This design comes from an exercise in tuning for small area on the open sky130 flow, not from production work. Where RTL was checked, it was by simulation tests only, not by an equivalence proof against the original. The flow treats the clock pin as an ideal source. Dropping or thinning the clock tree relies on that and would not hold on a real chip. No activity file was given, so power comes from the tool's default toggle rates.

Design top, start of the top module:
module top (
    input clk,
    input rst,
    input [1:0] baud_fix,
    input [7:0] data_in,
    input sbtn,
    input rx_pin,
    input loopback_en,
    output tx,
    output [7:0] data_out
);
  wire clk_out1;
  wire clk_out2;
  wire rx_int = loopback_en ? tx : rx_pin;
  tx inst1 (.clk(clk), .rst(rst), .clk_out1(clk_out1), .data_in(data_in),
            .sbtn(sbtn), .tx(tx));
  rx inst2 (.clk(clk), .rst(rst), .clk_out2(clk_out2), .rx(rx_int),
            .data_out(data_out));
  baud inst3 (.clk(clk), .rst(rst), .baud_fix(baud_fix),
              .clk_out1(clk_out1), .clk_out2(clk_out2));
endmodule
==> module rx, before the edit <==
module rx (
    input clk,
    input clk_out2,
    input rx,
    input rst,
    output reg [7:0] data_out
);
  localparam [3:0] LO_POL = 4'b0101, HI_POL = 4'b0101;
  reg [3:0] lo_q;
  reg [3:0] hi_q;
  wire [3:0] lo = lo_q ^ LO_POL;
  wire [3:0] hi = hi_q ^ HI_POL;
  reg [3:0] lo_d;
  reg [3:0] hi_d;
  reg [7:0] shift;
  wire lo_mid  = (lo == 4'd10);                  
  wire lo_wrap = (lo == 4'd8);                   
  wire hi_0    = ~hi[0] & ~hi[2];                
  wire hi_9    = hi[3] & ~hi[2] & ~hi[1];        
  wire check   = hi_0 & (lo_mid | (lo == 4'd0));
  wire stop    = hi_9 & lo_mid;
  wire [3:0] lo_next = {lo[2:0], lo[3] ^ lo[2] ^ (lo[2:0] == 3'd0)};
  wire [3:0] hi_next = {hi[2:0], ~(hi[3] ^ hi[2])};
  always @* begin
    lo_d = lo;
    hi_d = hi;
    if (rst) begin
      lo_d = 4'd0;
      hi_d = 4'd0;
    end else if (clk_out2) begin
      if ((check & rx) | stop) begin
        lo_d = 4'd0;
        hi_d = 4'd0;
      end else begin
        lo_d = lo_next;
        if (lo_wrap) hi_d = hi_next;
      end
    end
  end
  always @(posedge clk) begin
    lo_q <= lo_d ^ LO_POL;
    hi_q <= hi_d ^ HI_POL;
  end
  always @(posedge clk) begin
    if (clk_out2 & lo_mid) shift <= {rx, shift[7:1]};
  end
  always @(posedge clk or posedge rst) begin
    if (rst) data_out <= 8'd0;
    else if (clk_out2 & stop & rx) data_out <= shift;
  end
endmodule
export LEC_CHECK = 0
export CAP_MARGIN = 20
export CORE_MARGIN = 2
export CORE_UTILIZATION = 65
export SLEW_MARGIN = 20
create_clock -name core_clock -period 10.0 [get_ports {clk}]
standard.sh (not shown) runs the stock make flow with config.mk's settings and CLKGATE_MAP_FILE= SYNTH_SCRIPT=/design/flow/synth_recipe.tcl, a recipe that flattens the netlist after the stock synthesis.
==> flow/flow/run.sh <==
#!/bin/bash
# Own layout flow: the standard ORFS flow (standard.sh) with
#  - synthesis: the standard flow's script, but abc maps with an area-oriented script,
#  - port buffers: sky130_fd_sc_hd__buf_1,
#  - clock: a few hand-placed clock buffers instead of TritonCTS's tree.
# make's full output goes to flow_make.log here; each ORFS step also keeps
# its own log under orfs/logs/.
set -euo pipefail
F="$(cd "$(dirname "$0")" && pwd)"
cd "$F/.."
bash standard.sh \
  SYNTH_SCRIPT="$F/synth.tcl" \
  BUFFER_PORTS_ARGS="-buffer_cell sky130_fd_sc_hd__buf_1" \
  PRE_CTS_TCL="$F/cts_pre.tcl" \
  MANUAL_CLKBUF_COUNT=2 MANUAL_CLKBUF_CELL=sky130_fd_sc_hd__clkbuf_16 \
  finish > flow_make.log 2>&1
Other scripts of this flow, unchanged in this note and not shown: flow/flow/abc_min_1.script, flow/flow/abc_min_2.script, flow/flow/abc_min_3.script, flow/flow/abc_min_4.script, flow/flow/abc_min_5.script, flow/flow/abc_min_6.script, flow/flow/clkbuf.tcl, flow/flow/cts_pre.tcl, flow/flow/synth.tcl
The first run produced a clean layout.
Rerun with:
--- a/flow/design.v
+++ b/flow/design.v
@@ -80,47 +80,36 @@
     input clk,
     input clk_out2,
     input rx,
     input rst,
     output reg [7:0] data_out
 );
-  localparam [3:0] LO_POL = 4'b0101, HI_POL = 4'b0101;
-  reg [3:0] lo_q;
-  reg [3:0] hi_q;
-  wire [3:0] lo = lo_q ^ LO_POL;
-  wire [3:0] hi = hi_q ^ HI_POL;
-  reg [3:0] lo_d;
-  reg [3:0] hi_d;
+  reg [3:0] lo;
+  reg [3:0] hi;
   reg [7:0] shift;
   wire lo_mid  = (lo == 4'd10);                  
   wire lo_wrap = (lo == 4'd8);                   
   wire hi_0    = ~hi[0] & ~hi[2];                
   wire hi_9    = hi[3] & ~hi[2] & ~hi[1];        
   wire check   = hi_0 & (lo_mid | (lo == 4'd0));
   wire stop    = hi_9 & lo_mid;
   wire [3:0] lo_next = {lo[2:0], lo[3] ^ lo[2] ^ (lo[2:0] == 3'd0)};
   wire [3:0] hi_next = {hi[2:0], ~(hi[3] ^ hi[2])};
-  always @* begin
-    lo_d = lo;
-    hi_d = hi;
+  always @(posedge clk) begin
     if (rst) begin
-      lo_d = 4'd0;
-      hi_d = 4'd0;
+      lo <= 4'd0;
+      hi <= 4'd0;
     end else if (clk_out2) begin
       if ((check & rx) | stop) begin
-        lo_d = 4'd0;
-        hi_d = 4'd0;
+        lo <= 4'd0;
+        hi <= 4'd0;
       end else begin
-        lo_d = lo_next;
-        if (lo_wrap) hi_d = hi_next;
+        lo <= lo_next;
+        if (lo_wrap) hi <= hi_next;
       end
     end
-  end
-  always @(posedge clk) begin
-    lo_q <= lo_d ^ LO_POL;
-    hi_q <= hi_d ^ HI_POL;
   end
   always @(posedge clk) begin
     if (clk_out2 & lo_mid) shift <= {rx, shift[7:1]};
   end
   always @(posedge clk or posedge rst) begin
     if (rst) data_out <= 8'd0;
=> Cell count went up by 1.5%. Total power is about the same. Via count went up by 0.87%. Clock power went up by about 0.4%. Setup slack is worse by 0.12 ns.
No run of this note takes its clock network from TritonCTS; it comes from the design's own scripts or RTL.

---

top, a different RTL version from the one above (not shown whole).
Size in the first run: roughly 230 cells after synthesis, roughly 2400 um^2 of cells after synthesis.
==> module tx, before the edit <==
module tx (
    input clk,
    input rst,
    input clk_out1,
    input [7:0] data_in,
    input sbtn,
    output reg tx
);
  reg [7:0] shift_reg;
  reg [2:0] bitpos;
  reg [1:0] state;
  always @(posedge clk) begin
    if (state == 2'b00) shift_reg <= data_in;
  end
  always @(posedge clk) begin
    if (rst) begin
      state  <= 2'b00;
      bitpos <= 3'd0;
    end else begin
      case (state)
        2'b00: if (sbtn) state <= 2'b01;
        2'b01: if (clk_out1 & ~sbtn) state <= 2'b10;
        2'b10: if (clk_out1) begin
                 bitpos <= bitpos + 3'd1;
                 if (bitpos == 3'd7) state <= 2'b11;
               end
        2'b11: if (clk_out1) state <= 2'b00;
      endcase
    end
  end
  always @(posedge clk or posedge rst) begin
    if (rst) tx <= 1'b1;
    else if (clk_out1)
      case (state)
        2'b01: tx <= sbtn;
        2'b10: tx <= shift_reg[bitpos];
        default: tx <= 1'b1;
      endcase
  end
endmodule
clock: 10.0 ns
lec_check: 0
cap_margin: 20
core_margin: 2
core_utilization: 65
slew_margin: 20
==> flow/flow/run.sh <==
#!/bin/bash
# Own layout flow: the standard ORFS flow (standard.sh) with
#  - synthesis: the standard flow's script, but abc maps with an area-oriented script,
#  - port buffers: sky130_fd_sc_hd__buf_1,
#  - clock: a few hand-placed clock buffers instead of TritonCTS's tree.
# make's full output goes to flow_make.log here; each ORFS step also keeps
# its own log under orfs/logs/.
set -euo pipefail
F="$(cd "$(dirname "$0")" && pwd)"
cd "$F/.."
bash standard.sh \
  SYNTH_SCRIPT="$F/synth.tcl" \
  BUFFER_PORTS_ARGS="-buffer_cell sky130_fd_sc_hd__buf_1" \
  PRE_CTS_TCL="$F/cts_pre.tcl" \
  MANUAL_CLKBUF_COUNT=4 MANUAL_CLKBUF_CELL=sky130_fd_sc_hd__clkbuf_8 \
  finish > flow_make.log 2>&1
Other scripts of this flow, unchanged in this note and not shown: flow/flow/abc_min.script, flow/flow/clkbuf.tcl, flow/flow/cts_pre.tcl, flow/flow/synth.tcl
Change:
--- a/flow/design.v
+++ b/flow/design.v
@@ -44,40 +44,34 @@
     input clk_out1,
     input [7:0] data_in,
     input sbtn,
     output reg tx
 );
+  localparam [3:0] IDLE = 4'b0000, START = 4'b0001, STOP = 4'b0010;
   reg [7:0] shift_reg;
-  reg [2:0] bitpos;
-  reg [1:0] state;
+  reg [3:0] state;
   always @(posedge clk) begin
-    if (state == 2'b00) shift_reg <= data_in;
+    if (state == IDLE) shift_reg <= data_in;
   end
   always @(posedge clk) begin
-    if (rst) begin
-      state  <= 2'b00;
-      bitpos <= 3'd0;
-    end else begin
-      case (state)
-        2'b00: if (sbtn) state <= 2'b01;
-        2'b01: if (clk_out1 & ~sbtn) state <= 2'b10;
-        2'b10: if (clk_out1) begin
-                 bitpos <= bitpos + 3'd1;
-                 if (bitpos == 3'd7) state <= 2'b11;
-               end
-        2'b11: if (clk_out1) state <= 2'b00;
-      endcase
-    end
+    if (rst) state <= IDLE;
+    else if (state[3]) begin
+      if (clk_out1) state <= (state == 4'b1111) ? STOP : state + 4'd1;
+    end else case (state)
+      IDLE:  if (sbtn) state <= START;
+      START: if (clk_out1 & ~sbtn) state <= 4'b1000;
+      STOP:  if (clk_out1) state <= IDLE;
+      default: state <= IDLE;
+    endcase
   end
   always @(posedge clk or posedge rst) begin
     if (rst) tx <= 1'b1;
-    else if (clk_out1)
-      case (state)
-        2'b01: tx <= sbtn;
-        2'b10: tx <= shift_reg[bitpos];
-        default: tx <= 1'b1;
-      endcase
+    else if (clk_out1) begin
+      if (state[3])           tx <= shift_reg[state[2:0]];
+      else if (state == START) tx <= sbtn;
+      else                     tx <= 1'b1;
+    end
   end
 endmodule
 module rx (
     input clk,
     input clk_out2,
Effect: Via count is higher by 2.6%; power is higher by 2.6%; utilization is higher by 0.18 points; hold slack degrades by 6.1 ps; flip-flop and latch count is lower by 1; worst setup slack degrades by 170 ps; global-route usage is higher by 0.76 points; area after synthesis is lower by 1.2%; critical path depth is higher by 2; clock skew is higher by 41 ps; routed wire length is higher by 1.4%; clock power is lower by about 2%; die area is lower by 1.2%; final cell count is higher by 0.96%.
The RTL of the first run of this note was laid out without a check of its function. No run of this note takes its clock network from TritonCTS; it comes from the design's own scripts or RTL.

==> re-timing with driven ports <==
No port has a modelled driver above. Below, the same layouts with a new extraction and two added sets of constraints. Step 1 sets driving cells, clkbuf_16 on the clock port and buf_2 on the other inputs (assumed; they add their load-dependent delay and slew). Step 2, shift: input delay + t, output delay - t, t = (earliest + latest rising clock arrival at the registers) / 2. This alone moves slack from input paths to output paths. Slacks: no drivers / after step 1 / after step 2; pairs: no drivers / after step 1.
| run | shift t [ns] | setup slack, ns | hold slack, ns | worst setup path after step 2 | slew at the worst register clock pin (ns) |
|---|---|---|---|---|---|
| the first run of note 1 | 0.206 | 5.666 / 5.686 / 5.480 | 0.378 / 0.378 / 0.378 | input to register | 0.11 / 0.11 |
| the second run of note 1 | 0.206 | 5.541 / 5.562 / 5.357 | 0.385 / 0.385 / 0.385 | input to register | 0.11 / 0.11 |
| the first run of note 2 | 0.196 | 5.388 / 5.413 / 5.218 | 0.434 / 0.434 / 0.434 | input to register | 0.09 / 0.09 |
| the second run of note 2 | 0.195 | 5.213 / 5.243 / 5.049 | 0.428 / 0.428 / 0.428 | input to register | 0.11 / 0.11 |
After both steps setup and hold are still met in every run listed. The setup slack of the first run of note 1, which loses most, moves by +0.020 ns with the drivers and by -0.186 ns with both steps.
